This is an optimization exercise on Yosys and OpenROAD, whose aim is small area, not a production implementation.
The RTL was checked by simulation tests, not by an equivalence proof against the original design.
No activity file was given, so power comes from the tool's default toggle rates.

**flow/run.sh**
```bash
#!/bin/bash
# synth_recipe.tcl (not shown) runs the flow's synth.tcl, then flattens the netlist and writes it again
# the make line also repeats each setting of config.mk as NAME=value (left out here)
make -C /OpenROAD-flow-scripts/flow DESIGN_CONFIG=/design/flow/config.mk WORK_HOME=/design/flow/orfs CLKGATE_MAP_FILE= SYNTH_SCRIPT=/design/flow/synth_recipe.tcl finish
```
**flow/config.mk**
```make
export PLATFORM = sky130hd
export DESIGN_NAME = SE13_Relogio_Aula
export DESIGN_NICKNAME = SE13_Relogio_Aula
export VERILOG_FILES = /design/flow/design.v
export SDC_FILE = /design/flow/constraint.sdc
export NUM_CORES = 4
export LEC_CHECK = 0
export CAP_MARGIN = 20
export CORE_MARGIN = 2
export CORE_UTILIZATION = 40
export SLEW_MARGIN = 20
```
**flow/constraint.sdc**
```tcl
create_clock -name core_clock -period 10.0 [get_ports {clk}]
set_input_delay 2.0000 -clock core_clock [delete_from_list [all_inputs] [get_ports {clk}]]
set_output_delay 2.0000 -clock core_clock [all_outputs]
set_load 0.01 [all_outputs]
```
**flow/design.v**
```verilog
module segmento_a (A, B, C, D, seg_a, seg_a_n);
	input A, B, C, D;
	output seg_a, seg_a_n;
	wire [15:0] tabela = 16'b1111111111101101;
	assign seg_a = tabela[{D, C, B, A}];
	assign seg_a_n = ~seg_a;
endmodule
module segmento_b (A, B, C, D, seg_b, seg_b_n);
	input A, B, C, D;
	output seg_b, seg_b_n;
	wire [15:0] tabela = 16'b0010011110011111;
	assign seg_b = tabela[{D, C, B, A}];
	assign seg_b_n = ~seg_b;
endmodule
module segmento_c (A, B, C, D, segmento_c, segmento_c_barra);
	input A, B, C, D;
	output segmento_c, segmento_c_barra;
	wire [15:0] tabela = 16'b0010111111111011;
	assign segmento_c = tabela[{D, C, B, A}];
	assign segmento_c_barra = ~segmento_c;
endmodule
module segmento_d (A, B, C, D, seg_d, seg_d_n);
	input A, B, C, D;
	output seg_d, seg_d_n;
	wire [15:0] tabela = 16'b0111101101101101;
	assign seg_d = tabela[{D, C, B, A}];
	assign seg_d_n = ~seg_d;
endmodule
module segmento_e (A, B, C, D, seg_e, seg_e_n);
	input A, B, C, D;
	output seg_e, seg_e_n;
	wire [15:0] tabela = 16'b0000000101000101;
	assign seg_e = tabela[{D, C, B, A}];
	assign seg_e_n = ~seg_e;
endmodule
module segmento_f (A, B, C, D, seg_f, seg_f_n);
	input A, B, C, D;
	output seg_f, seg_f_n;
	wire [15:0] tabela = 16'b1111111101110001;
	assign seg_f = tabela[{D, C, B, A}];
	assign seg_f_n = ~seg_f;
endmodule
module segmento_g (A, B, C, D, seg_g, seg_g_n);
	input A, B, C, D;
	output seg_g, seg_g_n;
	wire [15:0] tabela = 16'b1110111101111100;
	assign seg_g = tabela[{D, C, B, A}];
	assign seg_g_n = ~seg_g;
endmodule
module decoder(
	E_D,
	E_C,
	E_B,
	E_A,
	SEG_A,
	SEG_A_N,
	SEG_B,
	SEG_B_N,
	SEG_C,
	SEG_C_N,
	SEG_D,
	SEG_D_N,
	SEG_E,
	SEG_E_N,
	SEG_F,
	SEG_F_N,
	SEG_G,
	SEG_G_N
);
input wire	E_D;
input wire	E_C;
input wire	E_B;
input wire	E_A;
output wire	SEG_A;
output wire	SEG_A_N;
output wire	SEG_B;
output wire	SEG_B_N;
output wire	SEG_C;
output wire	SEG_C_N;
output wire	SEG_D;
output wire	SEG_D_N;
output wire	SEG_E;
output wire	SEG_E_N;
output wire	SEG_F;
output wire	SEG_F_N;
output wire	SEG_G;
output wire	SEG_G_N;
segmento_a	b2v_inst(
	.A(E_A),
	.C(E_C),
	.B(E_B),
	.D(E_D),
	.seg_a(SEG_A),
	.seg_a_n(SEG_A_N));
segmento_c	b2v_inst1(
	.A(E_A),
	.B(E_B),
	.C(E_C),
	.D(E_D),
	.segmento_c(SEG_C),
	.segmento_c_barra(SEG_C_N));
segmento_d	b2v_inst2(
	.A(E_A),
	.B(E_B),
	.C(E_C),
	.D(E_D),
	.seg_d(SEG_D),
	.seg_d_n(SEG_D_N));
segmento_e	b2v_inst3(
	.D(E_D),
	.C(E_C),
	.B(E_B),
	.A(E_A),
	.seg_e(SEG_E),
	.seg_e_n(SEG_E_N));
segmento_f	b2v_inst5(
	.A(E_A),
	.B(E_B),
	.C(E_C),
	.D(E_D),
	.seg_f(SEG_F),
	.seg_f_n(SEG_F_N));
segmento_g	b2v_inst6(
	.A(E_A),
	.B(E_B),
	.C(E_C),
	.D(E_D),
	.seg_g(SEG_G),
	.seg_g_n(SEG_G_N));
segmento_b	b2v_inst7(
	.A(E_A),
	.B(E_B),
	.C(E_C),
	.D(E_D),
	.seg_b(SEG_B),
	.seg_b_n(SEG_B_N));
endmodule
module encapsula_decoder (entra, sai);
	parameter TIPO = "AC";	 
	input [3:0] entra;
	output reg [7:0] sai;
	wire [7:0] sai_ac, sai_cc;
	decoder decoder_inst
	(
		.E_D(entra[3]) ,			 
		.E_C(entra[2]) ,			 
		.E_B(entra[1]) ,			 
		.E_A(entra[0]) ,			 
		.SEG_A  (sai_cc[0]) ,	 
		.SEG_A_N(sai_ac[0]) ,	 
		.SEG_B  (sai_cc[1]) ,	 
		.SEG_B_N(sai_ac[1]) ,	 
		.SEG_C  (sai_cc[2]) ,	 
		.SEG_C_N(sai_ac[2]) ,	 
		.SEG_D  (sai_cc[3]) ,	 
		.SEG_D_N(sai_ac[3]) ,	 
		.SEG_E  (sai_cc[4]) ,	 
		.SEG_E_N(sai_ac[4]) ,	 
		.SEG_F  (sai_cc[5]) ,	 
		.SEG_F_N(sai_ac[5]) ,	 
		.SEG_G  (sai_cc[6]) ,	 
		.SEG_G_N(sai_ac[6]) 		 
	);
	always @ (*)
	begin
		if (TIPO == "AC")
			sai <= sai_ac;
		else if (TIPO == "CC")
			sai <= sai_cc;
		else
			sai <= 0;	 
	end
	assign sai_cc[7] = 0;
	assign sai_ac[7] = 1;
endmodule
module contador (clk, rst, clr, clk_in, clk_out, count);
	parameter modulo   = 10;
	parameter largura  = 4;
	input clk, rst, clr, clk_in;
	output clk_out;
	output reg [largura-1:0] count;
	assign clk_out = clk_in & (count == (modulo-1));
	always @(posedge clk or negedge rst)
	begin
		if(rst == 0)
		begin
			count <= 0;
		end
		else if(clr)
		begin
			count <= 0;
		end
		else if(clk_in)
		begin
			if(count == (modulo-1))
				count <= 0;
			else
				count <= count + 1;
		end
	end
endmodule
module prescaler (clk_in, rst, 
						clk_1kHz, clk_100Hz, clk_10Hz, clk_1Hz, clk_c);
	parameter main_clock   = 50_000_000;
	parameter custom_clock = 60;
	input clk_in, rst;
	output reg clk_1kHz, clk_100Hz, clk_10Hz, clk_1Hz, clk_c;
	reg [31:0] count_1kHz, count_100Hz, count_10Hz, count_1Hz, count_c;
	always @(posedge clk_in or negedge rst)
	begin
		if(rst == 0)
		begin
			count_1kHz <= 0;
			clk_1kHz <= 0;			
		end
		else if(count_1kHz == (main_clock/1000/2))
		begin
			count_1kHz <= 0;
			clk_1kHz <= ~clk_1kHz;
		end
		else
		begin
			count_1kHz <= count_1kHz + 1;
		end
	end
	always @(posedge clk_in or negedge rst)
	begin
		if(rst == 0)
		begin
			count_100Hz <= 0;
			clk_100Hz <= 0;			
		end
		else if(count_100Hz == (main_clock/100/2))
		begin
			count_100Hz <= 0;
			clk_100Hz <= ~clk_100Hz;
		end
		else
		begin
			count_100Hz <= count_100Hz + 1;
		end
	end
	always @(posedge clk_in or negedge rst)
	begin
		if(rst == 0)
		begin
			count_10Hz <= 0;
			clk_10Hz <= 0;			
		end
		else if(count_10Hz == (main_clock/10/2))
		begin
			count_10Hz <= 0;
			clk_10Hz <= ~clk_10Hz;
		end
		else
		begin
			count_10Hz <= count_10Hz + 1;
		end
	end
	always @(posedge clk_in or negedge rst)
	begin
		if(rst == 0)
		begin
			count_1Hz <= 0;
			clk_1Hz <= 0;			
		end
		else if(count_1Hz == (main_clock/1/2))
		begin
			count_1Hz <= 0;
			clk_1Hz <= ~clk_1Hz;
		end
		else
		begin
			count_1Hz <= count_1Hz + 1;
		end
	end
	always @(posedge clk_in or negedge rst)
	begin
		if(rst == 0)
		begin
			count_c <= 0;
			clk_c <= 0;			
		end
		else if(count_c == (main_clock/custom_clock/2))
		begin
			count_c <= 0;
			clk_c <= ~clk_c;
		end
		else
		begin
			count_c <= count_c + 1;
		end
	end
endmodule
module SE13_Relogio_Aula (clk, rst, speed, dh, uh, dm, um, ds, us);
	parameter main_clock = 32_768;
	input clk, rst, speed;
	output [7:0] dh, uh, dm, um, ds, us;
	wire clk_1, clk_c;
	wire clk_out [5:0];
	wire [3:0] count [5:0];
	wire [7:0] disp [5:0];
	wire clr_24h;
	reg  clk_base;
	reg  clk_base_ant;	 
	wire pulso_base;	 
	prescaler #(.main_clock(main_clock), .custom_clock(500)) 
				 prescaler_inst(.clk_in(clk), 	.rst(rst), 
									 .clk_1Hz(clk_1), .clk_c(clk_c));
	contador #(.modulo(10), .largura(4))
				us_inst(.clk(clk), .rst(rst), .clr(1'b0), .clk_in (pulso_base),
						  .clk_out(clk_out[0]), .count(count[0]));
	contador #(.modulo( 6), .largura(4))
				ds_inst(.clk(clk), .rst(rst), .clr(1'b0), .clk_in (clk_out[0]),
					     .clk_out(clk_out[1]), .count(count[1]));
	contador #(.modulo(10), .largura(4))
				um_inst(.clk(clk), .rst(rst), .clr(1'b0), .clk_in (clk_out[1]),
				        .clk_out(clk_out[2]), .count(count[2]));
	contador #(.modulo( 6), .largura(4))
				dm_inst(.clk(clk), .rst(rst), .clr(1'b0), .clk_in (clk_out[2]),
						  .clk_out(clk_out[3]), .count(count[3]));
	contador #(.modulo(10), .largura(4))
				uh_inst(.clk(clk), .rst(rst), .clr(clr_24h), .clk_in (clk_out[3]),
						  .clk_out(clk_out[4]), .count(count[4]));
	contador #(.modulo( 3), .largura(4))
				dh_inst(.clk(clk), .rst(rst), .clr(clr_24h), .clk_in (clk_out[4]),
						  .clk_out(clk_out[5]), .count(count[5]));
	generate	 
	genvar i;
	for (i = 0; i < 6; i=i+1) 
	begin: criador_de_decoders	 
		encapsula_decoder #(.TIPO("AC")) decoder_inst 
		(
			.entra(count[i]),
			.sai(disp[i])
		);
	end
	endgenerate
	assign dh = disp[5];
	assign uh[6:0] = disp[4][6:0];
	assign uh[7] = clk_1;	 
	assign dm = disp[3];
	assign um[6:0] = disp[2][6:0];
	assign um[7] = clk_1;	 
	assign ds = disp[1];
	assign us = disp[0];
	assign clr_24h = clk_out[3] & count[5][1] & (count[4] == 3);
	always @(*)
	begin
		if(speed == 1)	 
			clk_base <= clk_1;			
		else					 
			clk_base <= clk_c;	
	end
	always @(posedge clk or negedge rst)
	begin
		if(rst == 0)
			clk_base_ant <= 0;
		else
			clk_base_ant <= clk_base;
	end
	assign pulso_base = clk_base & ~clk_base_ant;
endmodule
```
==> results.json, run 1 <==
{
  "start_kind": "register",
  "fp-row-count": 44,
  "gp_congestion": 0.816,
  "antenna_cells": 0,
  "cts.path.max_buffers": 2,
  "min_from": "prescaler_inst.count_1Hz[31]",
  "cts-root-buf": "clkbuf_16",
  "cts.sinks": 91,
  "drc": 0,
  "power_leakage_nw": 2.78,
  "ys.flop_type": "dfrtp_1",
  "first_pass_iters": 6,
  "cp_data_required_time_ns": 8.00,
  "die_y_microns": 125,
  "totalNegativeSetupSlack_ns": 0,
  "die_area_sq_um": 15700,
  "antenna_found_initial": 0,
  "grt_max_degree": 60,
  "syn_inst": 631,
  "cts_resized": 0,
  "synth_area_sq_um": 5890,
  "yosysUniqueCellTypes": 56,
  "overflow": 0,
  "cts.clk_slew.worst_paths_ns": 0.06,
  "chipWidth_microns": 125,
  "cts_buffers": 9,
  "hold_viol": 0,
  "synth_edf_count": 0,
  "setup_viol": 0,
  "first_iter_violations": 219,
  "max_freq_ghz": 0.232,
  "holdPathStages": 1,
  "synth-seq-cells": 91,
  "critPathCaptureType": "output pin",
  "routed_via_density": 5.21,
  "drt_wl_total_microns": 11700,
  "fin_util_pct": 44.5,
  "synth_area_per_cell_sq_um": 9.34,
  "wl_per_cell_microns": 14.4,
  "fp.coreArea_sq_um": 14500,
  "tightest_slew_ns": 0.719,
  "worst_slack_ns": 5.70,
  "postCtsSetupBuffers": 0,
  "initial_core_util_pct": 40.7,
  "ys_seq_area_share_pct": 38.6,
  "p_per_area_nw_per_um2": 158,
  "layout-drive-gt1-share_pct": 4.28,
  "period_share_pct": 43.0,
  "reg2reg_depth": 6,
  "cp_max_fo": 6,
  "port_buffers": 46,
  "htreeDepth": 3,
  "grt_pass1_wl_microns": 20500,
  "area_growth_pct": 9.30,
  "grtUsageTotal_pct": 15.5,
  "maxSlewHeadroom_pct": 52.0,
  "place_worst_setup_slack_ns": 5.94,
  "vias": 4250,
  "clkLatencyLatePin_ns": 0.34,
  "synth.yosys.warnings": 6,
  "nFillCells": 1399,
  "yosys-top-cells-area": "dfrtp_1, ha_1, xnor2_1, buf_4, nand3_1",
  "grt_pass1_vias": 4214,
  "irDropWorstVdd_mv": 0.0851,
  "ios": 51,
  "ant_nets": 0,
  "rsz0062_at_grt": "no",
  "ff2ff_setup_slack_ns": 7.54,
  "slew_viol_final": 0,
  "synth_top_area_cell": "dfrtp_1",
  "maxCapViolations": 0,
  "cts_tree": "yes",
  "criticalPathCategory": "reg -> out",
  "cp.arrival_ns": 2.30,
  "min_period_ns": 4.30,
  "whs_ns": 0.481,
  "hold_path.class": "reg -> reg",
  "synth_top_area_share_pct": 38.6,
  "nets": 669,
  "status": "complete, no violations",
  "dpl.hpwl_microns": 8300,
  "postCtsHoldBufs": 0,
  "synthArstFlopShare_pct": 100,
  "r2r-start": "ds_inst.count[1]",
  "reg2reg_to": "dh_inst.count[2]",
  "clock_skew_ns": 0.00535,
  "hold_end": "prescaler_inst.count_1Hz[31]"
}
[synthesized netlist by cell type, drive strengths merged (4+ instances only)]
library cell,number
and3,13
nor2b,11
mux2,4
nand3,43
nor3,13
mux2i,13
nor2,43
xnor2,47
dfrtp,91
nand2,42
o31ai,10
and4,8
a21oi,19
ha,39
o21ai,34
nor4b,4
buf,52
and2,5
nand4,24
o211ai,4
nor3b,4
clkbuf,14
inv,30
nor4,17
xor2,15
[power breakdown]
group | internal (W) | switching [W]
combinational | 0.000144 | 0.000135
sequential | 0.000383 | 0.0000446
clock | 0.000174 | 0.000136
total | 0.000701 | 0.000316
[worst max-delay path, cell delays in order, from the launching register on]
cell and delay, ns:
dfrtp_1 0.45, inv_1 0.14, ha_1 0.35, inv_1 0.05, mux4_2 0.48, clkdlybuf4s50_1 0.50
[routing by layer]
layer	routed length (microns)	track usage, %	part of all wire, %	up-vias
li1	-	-	-	2145
met1	5810	21.7	49	2044
met2	5520	25.0	47	48
met3	272	2.52	2.3	13
met4	131	4.25	1.1	0
met5	0	0	0	-
[sequential cells by signal (all words and copies together) (netlist names)]
name,count
prescaler_inst.count_1Hz,32
prescaler_inst.count_c,32
dh_inst.count,4
dm_inst.count,4
ds_inst.count,4
uh_inst.count,4
um_inst.count,4
us_inst.count,4
clk_base_ant,1
prescaler_inst.clk_1Hz,1
prescaler_inst.clk_c,1
[kinds of logic (layout without fill, tap and decap cells)]
| group | count (synthesis) | after routing | synth area share, % |
|---|---|---|---|
| AO/OA/AOI/OAI | 80 | 80 | 8.07 |
| XOR/XNOR | 62 | 62 | 9.22 |
| adder cells (fa/ha/maj) | 39 | 39 | 8.28 |
| buffers and inverters | 96 | 93 | 9.34 |
| flip-flops | 91 | 91 | 38.6 |
| multiplexers | 19 | 19 | 3.74 |
| other | 1 | 4 | 0.0636 |
| AND/OR/NAND/NOR | 243 | 243 | 22.6 |
[worst max-delay path by stage]
stage,startpoint,end,slack (ns),cells past startpoint
floorplan,speed,dh_inst.count[1],6.55,5
global placement,speed,dh_inst.count[2],5.98,5
detailed placement,speed,dh_inst.count[2],5.94,5
CTS,dm_inst.count[1],dm[3],5.69,5
global route,um_inst.count[0],um[1],5.57,5
finish,dm_inst.count[1],dm[3],5.70,5
[cell usage in the layout, fill, tap and decap left out, drive strengths merged, types with 2 or more instances in the layout]
cell           instances
nor3                  13
or4                    2
o21bai                 2
and3b                  2
and4                   8
clkbuf                13
or3                    2
and3                  13
o31ai                 10
nor3b                  4
ha                    39
nor2b                 11
conb                   4
nand3                 43
o21ai                 34
nor4                  17
xor2                  15
o211ai                 4
a21oi                 19
dfrtp                 91
and2                   5
buf                    3
mux2i                 13
xnor2                 47
o2bb2ai                2
nand2                 42
nor4b                  4
nor2                  43
clkdlybuf4s50         45
mux2                   4
nand2b                 3
mux4                   2
inv                   30
nand4                 24
nand3b                 3
a31o                   2
[final cells by class]
cell class,count,area [sq um],share of cell area [%]
clock buffer,13,250,3.89
clock inverter,2,12.5,0.194
inverter,30,113,1.75
multi-input combinational,447,3080,47.9
sequential,91,2280,35.4
tap,184,230,3.57
timing repair buffer,48,473,7.34
[through the flow]
step / std cells / instance area (sq um) / power (W)
floorplan: 634 / 5900 / 0.000645
global placement: 800 / 6170 / 0.000709
detailed placement: 800 / 6170 / 0.000714
CTS: 815 / 6430 / 0.00103
global route: 815 / 6440 / 0.00108
finish: 815 / 6440 / 0.00102
==> inputs of run 2 (changes only) <==
==> flow/design.v (replaced) <==
module SE13_Relogio_Aula (clk, rst, speed, dh, uh, dm, um, ds, us);
	input clk, rst, speed;
	output [7:0] dh, uh, dm, um, ds, us;
	reg [14:0] c1;
	reg [5:0]  cc;
	reg clk_1, clk_c, base_ant;
	always @(posedge clk or negedge rst)
		if (!rst) begin
			c1 <= 0; cc <= 0; clk_1 <= 0; clk_c <= 0; base_ant <= 0;
		end else begin
			c1 <= c1[14] ? 15'd0 : c1 + 15'd1;
			clk_1 <= clk_1 ^ c1[14];
			cc <= cc[5] ? 6'd0 : cc + 6'd1;
			clk_c <= clk_c ^ cc[5];
			base_ant <= base;
		end
	wire base = speed ? clk_1 : clk_c;
	wire p = base & ~base_ant;
	reg [3:0] s0, m0, h0;
	reg [2:0] s1, m1;
	reg [1:0] h1;
	wire c0 = p & s0[3] & s0[0];
	wire c1s = c0 & s1[2] & s1[0];
	wire c2 = c1s & m0[3] & m0[0];
	wire c3 = c2 & m1[2] & m1[0];
	wire c4 = c3 & h0[3] & h0[0];
	wire wrap = c3 & h1[1] & h0[1] & h0[0];
	always @(posedge clk or negedge rst)
		if (!rst) begin
			s0 <= 0; s1 <= 0; m0 <= 0; m1 <= 0; h0 <= 0; h1 <= 0;
		end else begin
			if (p)  s0 <= c0 ? 4'd0 : s0 + 4'd1;
			if (c0) s1 <= c1s ? 3'd0 : s1 + 3'd1;
			if (c1s) m0 <= c2 ? 4'd0 : m0 + 4'd1;
			if (c2) m1 <= c3 ? 3'd0 : m1 + 3'd1;
			if (wrap) begin h0 <= 0; h1 <= 0; end
			else if (c3) begin
				h0 <= c4 ? 4'd0 : h0 + 4'd1;
				if (c4) h1 <= h1 + 2'd1;
			end
		end
	function [6:0] dec10;
		input [3:0] q;
		reg D, C, B, A;
		begin
			{D, C, B, A} = q;
			dec10[0] = (C & ~B & ~A) | (~D & ~C & ~B & A);
			dec10[1] = C & (B ^ A);
			dec10[2] = ~C & B & ~A;
			dec10[3] = (C & ~(B ^ A)) | (~D & ~C & ~B & A);
			dec10[4] = A | (C & ~B);
			dec10[5] = (B & A) | (~C & B) | (~C & ~D & A);
			dec10[6] = (~D & ~C & ~B) | (C & B & A);
		end
	endfunction
	function [6:0] dec6;
		input [2:0] q;
		reg C, B, A;
		begin
			{C, B, A} = q;
			dec6[0] = ~B & (C ^ A);
			dec6[1] = C & A;
			dec6[2] = B & ~A;
			dec6[3] = ~B & (C ^ A);
			dec6[4] = A | C;
			dec6[5] = ~C & (A | B);
			dec6[6] = ~C & ~B;
		end
	endfunction
	assign us = {1'b1, dec10(s0)};
	assign ds = {1'b1, dec6(s1)};
	assign um = {clk_1, dec10(m0)};
	assign dm = {1'b1, dec6(m1)};
	assign uh = {clk_1, dec10(h0)};
	assign dh = {1'b1, ~h1[1], h1[1] | h1[0], h1[0], h1[0], h1[1], 1'b0, h1[0]};
endmodule
==> run 2 against run 1 <==
- die area shrank 55%
- critical endpoint is now um[3]
- clock-buffer cell count shrank 6
- sequential share of layout area grew 0.38 points
- synthesized area shrank 57%
- critical path type unchanged
- hold slack lost 0.023 ns
- global-route usage shrank 2.4 points
- final area shrank 52%
- register-to-register slack gained 0.66 ns
- still clean on timing, DRC and antenna
==> results.json, run 2 <==
{
  "power_leakage_nw": 1.40,
  "synth-seq-cells": 44,
  "drt_wl_total_microns": 4420,
  "cts.sinks": 44,
  "cts_resized": 0,
  "min_period_ns": 3.95,
  "totalPowerFinal_w": 0.000657,
  "placed_cells": 370,
  "cts.clk_slew.worst_paths_ns": 0.08,
  "synth_area_sq_um": 2540,
  "fp.coreArea_sq_um": 6240,
  "cp_top_family": "buffers and inverters",
  "dpl.hpwl_microns": 3250,
  "layout_common_cells": "dfrtp_1, clkdlybuf4s50_1, nor2_1",
  "gp_congestion": 0.748,
  "cp_slowest_cell": "clkdlybuf4s50_1",
  "initial_core_util_pct": 40.7,
  "hold_viol": 0,
  "yosysUniqueCellTypes": 41,
  "drc": 0,
  "layout-drive-gt1-share_pct": 6.64,
  "grtUsageTotal_pct": 13.1,
  "start_kind": "register",
  "syn_inst": 267,
  "tightest_slew_ns": 0.740,
  "synth_top_area_share_pct": 43.3,
  "synth.most_common_cell": "dfrtp_1",
  "ys_seq_area_share_pct": 43.3,
  "synthTopCellsByCount": "dfrtp_1, nor2_1, inv_1",
  "top_register": "c1",
  "ant_nets": 0,
  "max_freq_ghz": 0.253,
  "largest_registers": "c1: 15 flops, cc: 6 flops",
  "maxCapViolations": 0,
  "grt_pass1_wl_microns": 7620,
  "rsz0062_at_grt": "no",
  "cp_data_required_time_ns": 8.00,
  "synthArstFlopShare_pct": 100,
  "setup_viol": 0,
  "maxSlewHeadroom_pct": 50.2,
  "cts-root-buf": "clkbuf_8",
  "htreeDepth": 2,
  "status": "complete, no violations",
  "first_iter_violations": 115,
  "fin_util_pct": 49.4,
  "cts_buffers": 5,
  "area_growth_pct": 21.2,
  "first_pass_iters": 4,
  "chipWidth_microns": 83.7,
  "wl_per_cell_microns": 11.7,
  "critPathCaptureType": "output pin",
  "critPathBufInv": 1,
  "cts.path.max_buffers": 2,
  "hold_path.class": "reg -> reg",
  "synth_edf_count": 0,
  "cp.arrival_ns": 1.95,
  "ys.flop_type": "dfrtp_1",
  "largest_reg_flops": 15,
  "clock_skew_ns": 0.00555,
  "irDropWorstVdd_mv": 0.132,
  "overflow": 0,
  "p_per_area_nw_per_um2": 213,
  "die_y_microns": 83.7,
  "postCtsSetupBuffers": 0,
  "synth.yosys.warnings": 1,
  "criticalPathCategory": "reg -> out",
  "fp-row-count": 29,
  "clkLatencyLatePin_ns": 0.29,
  "grt_max_degree": 45,
  "slowest_delay_ns": 0.57,
  "ios": 51,
  "synth_area_per_cell_sq_um": 9.52,
  "port_buffers": 45,
  "nets": 319,
  "whs_ns": 0.457,
  "die_area_sq_um": 7010,
  "slew_viol_final": 0,
  "vias": 1853,
  "yosys-top-cells-area": "dfrtp_1, ha_1, nor2_1, xor2_1, nand3_1",
  "antenna_found_initial": 0,
  "period_share_pct": 39.5,
  "antenna_cells": 0,
  "routed_via_density": 4.90,
  "cp_max_fo": 10,
  "synth_top_area_cell": "dfrtp_1",
  "grt_pass1_vias": 1720,
  "totalNegativeSetupSlack_ns": 0,
  "fin_cells": 378,
  "postCtsHoldBufs": 0,
  "cts_tree": "yes",
  "cp_cell_sequence": "ha_1, nand2b_1, o31ai_1, clkdlybuf4s50_1"
}
[run 2: cell count changes after synthesis, moves of 23 or more]
cell,change
nand2_1,-28
xnor2_1,-39
buf_4,-37
nand3_1,-24
dfrtp_1,-47
ha_1,-23
[run 2: cells by family (layout without fill, tap and decap cells)]
logic type	after synthesis	count (layout)	synth area share, %
compound gates	33	33	8.47
xor+xnor	20	20	6.89
fa+ha+maj	16	16	7.88
buf+inv	42	73	8.57
flops	44	44	43.3
mux	10	10	4.19
other cells	2	5	0.296
simple gates	100	100	20.4
[run 2: final timing paths]
| path | start | end | slack, ns | depth (start not counted) |
|---|---|---|---|---|
| setup reg to reg | s0[0] | m1[2] | 8.20 | 4 |
| hold / removal | c1[0] | c1[0] | 0.46 | 1 |
| hold reg to reg | c1[0] | c1[0] | 0.46 | 1 |
| min in group asynchronous | rst | c1[13] | 1.69 | 1 |
| max in group asynchronous | rst | h0[0] | 7.93 | 1 |
| setup / recovery | m0[0] | um[3] | 6.05 | 4 |
[run 2: layout make-up]
| cell class | instances | area, sq um |
|---|---|---|
| clock buffers | 7 | 96.3 |
| clock inverters | 1 | 30.0 |
| fillers | 591 | 3160 |
| inverters | 20 | 75.1 |
| multi-input cells | 184 | 1230 |
| flip-flops and latches | 44 | 1100 |
| well taps | 77 | 96.3 |
| repair buffers | 45 | 448 |
[run 2: worst reg2reg max path, stage by stage (launching register included)]
cell,delay (ns)
dfrtp_1,0.58
nand3b_2,0.17
nor4_1,0.68
o21a_1,0.20
o21ai_0,0.06
[run 2: layer usage]
layer  vias to the layer above  GRT usage [%]  part of all wire [%]
met1                       874           17.0                    46
met5                         -              0                     0
met4                         0           3.52                  0.84
li1                        944              -                     -
met2                        30           22.2                    49
met3                         5           2.87                   3.6
[run 2: metrics by stage]
stage | worst slack (ns) | instance area [sq um]
floorplan | 6.75 | 2550
global placement | 6.29 | 2950
detailed placement | 6.25 | 2950
CTS | 6.04 | 3080
global route | 5.97 | 3080
finish | 6.05 | 3080
[run 2: where the power goes]
| part | total [W] | leakage, nW | switching, W | internal, W |
|---|---|---|---|---|
| Combinational | 0.000261 | 0.793 | 0.000114 | 0.000147 |
| Sequential | 0.000248 | 0.541 | 0.0000468 | 0.000201 |
| Clock | 0.000147 | 0.0645 | 0.0000593 | 0.0000882 |
==> inputs of run 3 (changes only) <==
--- a/flow/design.v
+++ b/flow/design.v
@@ -6,14 +6,18 @@
 	reg clk_1, clk_c, base_ant;
 	always @(posedge clk or negedge rst)
 		if (!rst) begin
-			c1 <= 0; cc <= 0; clk_1 <= 0; clk_c <= 0; base_ant <= 0;
+			c1 <= 15'd23328; cc <= 6'd50; clk_1 <= 0; clk_c <= 0; base_ant <= 0;
 		end else begin
-			c1 <= c1[14] ? 15'd0 : c1 + 15'd1;
-			clk_1 <= clk_1 ^ c1[14];
-			cc <= cc[5] ? 6'd0 : cc + 6'd1;
-			clk_c <= clk_c ^ cc[5];
+			c1 <= {c1[13:0], ~(c1[14] ^ c1[7]) ^ d1};
+			clk_1 <= clk_1 ^ d1;
+			cc <= {cc[4:0], (cc[5] ^ cc[0]) ^ dc};
+			clk_c <= clk_c ^ dc;
 			base_ant <= base;
 		end
+	localparam [14:0] S1 = 15'd28048, M1 = 15'b111011111101110;
+	localparam [5:0]  SC = 6'd25,     MC = 6'b001111;
+	wire d1 = (c1 & M1) == (S1 & M1);
+	wire dc = (cc & MC) == (SC & MC);
 	wire base = speed ? clk_1 : clk_c;
 	wire p = base & ~base_ant;
 	reg [3:0] s0, m0, h0;
@@ -25,19 +29,26 @@
 	wire c3 = c2 & m1[2] & m1[0];
 	wire c4 = c3 & h0[3] & h0[0];
 	wire wrap = c3 & h1[1] & h0[1] & h0[0];
+	function [3:0] inc10;	 
+		input e;
+		input [3:0] q;
+		inc10 = q ^ {e & q[0] & (q[3] | q[2] & q[1]), e & q[0] & q[1], e & q[0] & ~q[3], e};
+	endfunction
+	function [2:0] inc6;	 
+		input e;
+		input [2:0] q;
+		inc6 = q ^ {e & q[0] & (q[2] | q[1]), e & q[0] & ~q[2], e};
+	endfunction
 	always @(posedge clk or negedge rst)
 		if (!rst) begin
 			s0 <= 0; s1 <= 0; m0 <= 0; m1 <= 0; h0 <= 0; h1 <= 0;
 		end else begin
-			if (p)  s0 <= c0 ? 4'd0 : s0 + 4'd1;
-			if (c0) s1 <= c1s ? 3'd0 : s1 + 3'd1;
-			if (c1s) m0 <= c2 ? 4'd0 : m0 + 4'd1;
-			if (c2) m1 <= c3 ? 3'd0 : m1 + 3'd1;
-			if (wrap) begin h0 <= 0; h1 <= 0; end
-			else if (c3) begin
-				h0 <= c4 ? 4'd0 : h0 + 4'd1;
-				if (c4) h1 <= h1 + 2'd1;
-			end
+			s0 <= inc10(p, s0);
+			s1 <= inc6(c0, s1);
+			m0 <= inc10(c1s, m0);
+			m1 <= inc6(c2, m1);
+			h0 <= inc10(c3, h0) & {1'b1, ~wrap, 2'b11};
+			h1 <= {(h1[1] & ~wrap) | (c4 & h1[0]), h1[0] ^ c4};
 		end
 	function [6:0] dec10;
 		input [3:0] q;
==> run 3 against run 2 <==
- critical path type unchanged
- critical path depth stayed put
- final area is 15% lower
- highest routed layer unchanged
- largest power group is now registers
- synthesized area is 18% lower
- sequential cell count stayed put
==> results.json, run 3 <==
{
  "wl_per_cell_microns": 12.0,
  "top_register": "c1",
  "htreeDepth": 2,
  "rsz0062_at_grt": "no",
  "synth-seq-cells": 44,
  "syn_inst": 193,
  "cts.clk_slew.worst_paths_ns": 0.09,
  "yosysUniqueCellTypes": 36,
  "holdPathStages": 0,
  "irDropWorstVdd_mv": 0.0980,
  "start_kind": "register",
  "cts.sinks": 44,
  "maxSlewHeadroom_pct": 63.0,
  "gp_congestion": 0.769,
  "slew_viol_final": 0,
  "largest_registers": "c1: 15 flops, cc: 6 flops",
  "grt_pass1_wl_microns": 5840,
  "postCtsSetupBuffers": 0,
  "cp_data_required_time_ns": 8.00,
  "p_per_area_nw_per_um2": 111,
  "nFillCells": 487,
  "final_common_cell": "clkdlybuf4s50_1",
  "hold_viol": 0,
  "yosys-top-cells-area": "dfrtp_1, dfstp_2, ha_1, buf_4, xnor2_1",
  "clock_skew_ns": 0.0113,
  "power_switching_w": 0.0000639,
  "antenna_found_initial": 0,
  "vias": 1391,
  "ys.flop_type": "dfrtp_1",
  "cts_buffers": 5,
  "hold_end": "c1[5]",
  "overflow": 0,
  "post_dp_cell_area_sq_um": 2530,
  "synth_area_sq_um": 2090,
  "routed_via_density": 4.61,
  "min_from": "c1[4]",
  "stdcell_area_sq_um": 2620,
  "worst_slack_ns": 6.04,
  "nets": 247,
  "synthArstFlopShare_pct": 100,
  "ant_nets": 0,
  "grt_pass1_vias": 1217,
  "chipWidth_microns": 76.3,
  "p_comb_share_pct": 1.7,
  "ys_seq_area_share_pct": 53.2,
  "totalNegativeSetupSlack_ns": 0,
  "place_worst_setup_slack_ns": 5.95,
  "totalPowerFinal_w": 0.000291,
  "min_period_ns": 3.96,
  "layout-drive-gt1-share_pct": 9.48,
  "clkLatencyLatePin_ns": 0.30,
  "largest_reg_flops": 15,
  "drt_wl_total_microns": 3620,
  "die_y_microns": 76.3,
  "seq_power_share_pct": 61.1,
  "fp-row-count": 26,
  "slowest_delay_ns": 0.56,
  "multiInputGateArea_sq_um": 827,
  "setup_viol": 0,
  "maxCapViolations": 0,
  "fp.coreArea_sq_um": 5070,
  "port_buffers": 45,
  "dpl.hpwl_microns": 2640,
  "die_area_sq_um": 5820,
  "postCtsHoldBufs": 0,
  "cp_slowest_cell": "clkdlybuf4s50_1",
  "area_growth_pct": 25.1,
  "grtUsageTotal_pct": 12.6,
  "initial_core_util_pct": 41.2,
  "cp_cell_sequence": "inv_1, ha_1, nor2b_1, clkdlybuf4s50_1",
  "cts-root-buf": "clkbuf_8",
  "grt_max_degree": 45,
  "antenna_cells": 0,
  "first_iter_violations": 43,
  "cts_tree": "yes",
  "critPathCaptureType": "output pin",
  "cp_max_fo": 6,
  "cts_resized": 0,
  "ff2ff_setup_slack_ns": 7.99,
  "first_pass_iters": 4,
  "max_freq_ghz": 0.253,
  "reg2reg_to": "h0[2]",
  "reg2reg_depth": 7,
  "synth_area_per_cell_sq_um": 10.8,
  "synthTopCellsByCount": "dfrtp_1, nor2_1, inv_1",
  "synth.most_common_cell": "dfrtp_1",
  "period_share_pct": 39.6,
  "clockPowerShare_pct": 37.3,
  "cp.arrival_ns": 1.96,
  "status": "complete, no violations",
  "r2r-start": "s0[0]",
  "swShare_pct": 21.9,
  "layout.area.seq_sq_um": 1110,
  "synth_top_area_share_pct": 41.9,
  "synth_edf_count": 0,
  "drc": 0,
  "cts.path.max_buffers": 2,
  "ios": 51,
  "hold_path.class": "reg -> reg",
  "p_int_w": 0.000227,
  "criticalPathCategory": "reg -> out",
  "tightest_slew_ns": 0.540,
  "layout_common_cells": "clkdlybuf4s50_1, dfrtp_1, nor2_1",
  "synth.yosys.warnings": 1,
  "power_leakage_nw": 1.14,
  "synth_top_area_cell": "dfrtp_1"
}
run 3: cell count changes after synthesis, moves of 9 or more:
cell     change
dfrtp_1      -9
dfstp_2      +9
nand3_1     -10
nor2_1      -11
o21ai_0     -10
xor2_1      -10
run 3: per-stage QoR:
step | utilization [%] | hold slack (ns) | std cells
after detailed placement | 49.8 | 0.340 | 294
after global placement | 49.8 | 0.333 | 294
final | 51.6 | 0.353 | 302
after global routing | 51.6 | 0.355 | 302
after floorplan | - | 0.331 | 196
after CTS | 51.5 | 0.354 | 302
run 3: metal layers:
| metal | track usage [%] | vias up | share of wire (%) |
|---|---|---|---|
| met5 | 0 | - | 0 |
| met1 | 17.7 | 649 | 50 |
| met3 | 3.67 | 6 | 4.2 |
| met2 | 18.7 | 33 | 44 |
| li1 | - | 703 | - |
| met4 | 4.36 | 0 | 1.4 |
run 3: area by class of cell:
class	instances	share of cell area [%]
well taps	70	3.35
clock buffers	6	2.77
clock inverters	2	0.478
multi-input cells	120	31.6
inverters	15	2.15
repair buffers	45	17.1
flip-flops and latches	44	42.5
run 3: worst max path at each step:
stage | startpoint | slack [ns] | to | cells after the start
after floorplan | speed | 6.54 | h0[2] | 7
after global placement | speed | 5.97 | h0[2] | 8
after detailed placement | speed | 5.95 | h0[2] | 8
after CTS | m1[2] | 6.01 | dm[0] | 4
after global routing | m1[2] | 5.87 | dm[0] | 4
final | m1[2] | 6.04 | dm[0] | 4
run 3: logic make-up (layout without fill, tap and decap cells):
| logic type | after synthesis | in the layout | synth area share (%) |
|---|---|---|---|
| AOI/OAI and AO/OA | 21 | 21 | 6.70 |
| xor gates and xnor gates | 11 | 11 | 4.61 |
| adders and majority gates | 13 | 13 | 7.78 |
| buffers and inverters | 32 | 68 | 7.78 |
| DFF | 44 | 44 | 53.2 |
| muxes | 6 | 6 | 2.93 |
| other | 2 | 5 | 0.359 |
| and+or+nand+nor | 64 | 64 | 16.6 |
run 3: power by group through the flow:
stage | sequential [W] | clock, W | combinational (W)
after floorplan | 0.000181 | 0 | 0.00000234
after global routing | 0.000178 | 0.000122 | 0.00000587
after detailed placement | 0.000181 | 0 | 0.00000503
after CTS | 0.000178 | 0.000113 | 0.00000502
after global placement | 0.000181 | 0 | 0.00000498
final | 0.000178 | 0.000109 | 0.00000486
run 3: worst max-delay path: cells and delay by family (launching register included):
kind	cells	cell delay [ns]
flip-flops	1	0.46
adder cells (fa/ha/maj)	1	0.30
buffers and inverters	2	0.72
AND/OR/NAND/NOR	1	0.18
==> inputs of run 4 (changes only) <==
==> flow/flow/run.sh (new file) <==
#!/bin/bash
# Standard ORFS layout with two changes: ports are buffered with the
# smallest buffer, and the clock tree uses no dummy loads.
set -euo pipefail
export BUFFER_PORTS_ARGS="-buffer_cell sky130_fd_sc_hd__buf_1"
export CTS_ARGS="-sink_clustering_enable -repair_clock_nets -dont_use_dummy_load"
bash standard.sh finish > standard.log 2>&1
==> flow/standard.sh (new file) <==
#!/bin/bash
# synth_recipe.tcl (not shown) runs the flow's synth.tcl, then flattens the netlist and writes it again
# the make line also repeats each setting of config.mk as NAME=value (left out here)
make -C /OpenROAD-flow-scripts/flow DESIGN_CONFIG=/design/flow/config.mk WORK_HOME=/design/flow/orfs CLKGATE_MAP_FILE= SYNTH_SCRIPT=/design/flow/synth_recipe.tcl "${@:-finish}"
removed: flow/run.sh
==> run 4 against run 3 <==
- final area is 11% lower
- global-route usage is 0.23 points higher
- sequential power hardly changed
- power is 3.8% lower
- first-iteration DRC count is 67% higher
- synthesized cell count stayed put
- hold slack hardly changed
- critical path depth stayed put
- highest routed layer unchanged
==> results.json, run 4 <==
{
  "synth_edf_count": 0,
  "synth.yosys.warnings": 1,
  "status": "complete, no violations",
  "gp_congestion": 0.742,
  "first_iter_violations": 72,
  "maxSlewHeadroom_pct": 64.5,
  "ys.flop_type": "dfrtp_1",
  "min_period_ns": 3.54,
  "area_growth_pct": 11.2,
  "synth-seq-cells": 44,
  "power_leakage_nw": 1.02,
  "setup_viol": 0,
  "hold_end": "c1[1]",
  "antenna_found_initial": 0,
  "postCtsSetupBuffers": 0,
  "reg2reg_depth": 7,
  "rsz0062_at_grt": "no",
  "die_area_sq_um": 5820,
  "clock_skew_ns": 0.00783,
  "criticalPathCategory": "reg -> out",
  "crit_path_start": "m1[2]",
  "largest_reg_flops": 15,
  "wl_per_cell_microns": 11.7,
  "largest_registers": "c1: 15 flops, cc: 6 flops",
  "max_freq_ghz": 0.282,
  "dpl.hpwl_microns": 2570,
  "synth_area_sq_um": 2090,
  "yosys-top-cells-area": "dfrtp_1, dfstp_2, ha_1, buf_4, xnor2_1",
  "ant_nets": 0,
  "cts_tree": "yes",
  "hold_path.class": "reg -> reg",
  "die_y_microns": 76.3,
  "ff2ff_setup_slack_ns": 7.97,
  "nFillCells": 506,
  "chipWidth_microns": 76.3,
  "antenna_cells": 0,
  "cts_resized": 0,
  "multiInputGateArea_sq_um": 827,
  "routed_via_density": 4.62,
  "synthTopCellsByCount": "dfrtp_1, nor2_1, inv_1",
  "min_from": "c1[0]",
  "irDropWorstVdd_mv": 0.0998,
  "cp.arrival_ns": 1.54,
  "layout_common_cells": "buf_1, dfrtp_1, nor2_1",
  "tightest_slew_ns": 0.517,
  "yosysUniqueCellTypes": 36,
  "postCtsHoldBufs": 0,
  "cp_data_required_time_ns": 8.00,
  "hold_viol": 0,
  "ios": 51,
  "fp.coreArea_sq_um": 5070,
  "overflow": 0,
  "synthArstFlopShare_pct": 100,
  "cts_buffers": 5,
  "placed_cells": 294,
  "grt_max_degree": 45,
  "vias": 1380,
  "slew_viol_final": 0,
  "critPathCaptureType": "output pin",
  "synth_top_area_share_pct": 41.9,
  "nets": 247,
  "htreeDepth": 2,
  "drc": 0,
  "cp_max_fo": 6,
  "initial_core_util_pct": 41.2,
  "totalNegativeSetupSlack_ns": 0,
  "top_register": "c1",
  "synth_top_area_cell": "dfrtp_1",
  "start_kind": "register",
  "layout.area.seq_sq_um": 1110,
  "layout-drive-gt1-share_pct": 8.73,
  "final_common_cell": "buf_1",
  "cts.sinks": 44,
  "r2r-start": "s0[0]",
  "fin_util_pct": 45.8,
  "grtUsageTotal_pct": 12.8,
  "grt_pass1_wl_microns": 5940,
  "cts-root-buf": "clkbuf_8",
  "fp-row-count": 26,
  "reg2reg_to": "h0[2]",
  "holdPathStages": 0,
  "cts.clk_slew.worst_paths_ns": 0.08,
  "whs_ns": 0.354,
  "drt_wl_total_microns": 3510,
  "synth.most_common_cell": "dfrtp_1",
  "period_share_pct": 35.4,
  "grt_pass1_vias": 1308,
  "fin_cells": 299,
  "synth_area_per_cell_sq_um": 10.8,
  "port_buffers": 45,
  "ys_seq_area_share_pct": 53.2,
  "cts.path.max_buffers": 2,
  "maxCapViolations": 0,
  "first_pass_iters": 4,
  "syn_inst": 193,
  "clkLatencyLatePin_ns": 0.29,
  "p_per_area_nw_per_um2": 121
}
[run 4: cell count changes in the layout (fill, tap and decap cells not counted), sizes merged]
cell and delta:
buf +44, clkbuf -1, clkdlybuf4s50 -44, clkinv -1, clkinvlp -1
[run 4: cells by family after synthesis]
kind of cell | share of synthesized area [%]
other cells | 0.359
xor+xnor | 4.61
simple gates | 16.6
flops | 53.2
buf+inv | 7.78
mux | 2.93
fa+ha+maj | 7.78
compound gates | 6.70
[run 4: worst max-delay path: stages, from the launching register on]
cell	delay, ns
dfrtp_1	0.45
inv_1	0.15
ha_1	0.29
nor2b_1	0.19
buf_1	0.18
[run 4: through the flow]
step	cell area [sq um]	power (W)	setup WS (ns)
final	2320	0.000280	6.46
after floorplan	2100	0.000184	6.54
after CTS	2320	0.000286	6.43
after detailed placement	2250	0.000186	6.28
after global routing	2320	0.000294	6.34
after global placement	2250	0.000186	6.34
[run 4: where the power goes]
part	internal, W	switching [W]	total (W)
clock network	0.0000450	0.0000528	0.0000978
registers	0.000178	0	0.000178
logic	0.000000417	0.00000410	0.00000452
total	0.000223	0.0000569	0.000280
[run 4: area by class of cell]
cell class                      instances  share of cell area, %
Clock buffer                            5                   2.96
Inverter                               15                   2.42
Multi-Input combinational cell        120                   35.6
Sequential cell                        44                   47.8
Tap cell                               70                   3.77
Timing Repair Buffer                   45                   7.43
[run 4: layer usage]
layer | wire (microns) | up-vias | track usage (%)
met3 | 172 | 7 | 4.38
met1 | 1780 | 647 | 17.2
met5 | 0 | - | 0
met4 | 53 | 0 | 5.45
met2 | 1500 | 31 | 19.0
li1 | - | 695 | -
[run 4: worst max-delay path by stage]
stage | slack [ns] | endpoint | cells past startpoint
final | 6.46 | dm[3] | 4
after global routing | 6.34 | dm[3] | 4
after CTS | 6.43 | dm[3] | 4
after detailed placement | 6.28 | h0[2] | 8
after global placement | 6.34 | h0[2] | 8
after floorplan | 6.54 | h0[2] | 7

-- static timing again, ports no longer ideal --
In the flow no input, the clock included, has a driving cell. The finished layouts below were timed again as built, in two steps. Step 1 assumes that a clkbuf_16 drives the clock port and a buf_2 every other input. Step 2, shift: input delay + t, output delay - t, t = (earliest + latest rising clock arrival at the registers) / 2. This alone moves slack from input paths to output paths. a / b / c = ideal ports / drivers / drivers and shift; a / b = the first two.
run	t (ns)	setup WS [ns]	worst data-port slew with drivers (ns)
run 1	0.373	5.698 / 5.664 / 5.925	0.03
run 2	0.315	6.054 / 6.028 / 6.262	0.03
run 3	0.317	6.043 / 6.019 / 5.917	0.03
run 4	0.309	6.457 / 6.430 / 6.278	0.03
After both steps setup and hold are still met in every run listed. The setup slack of run 4, which loses most, moves by -0.027 ns with the drivers and by -0.179 ns with both steps.
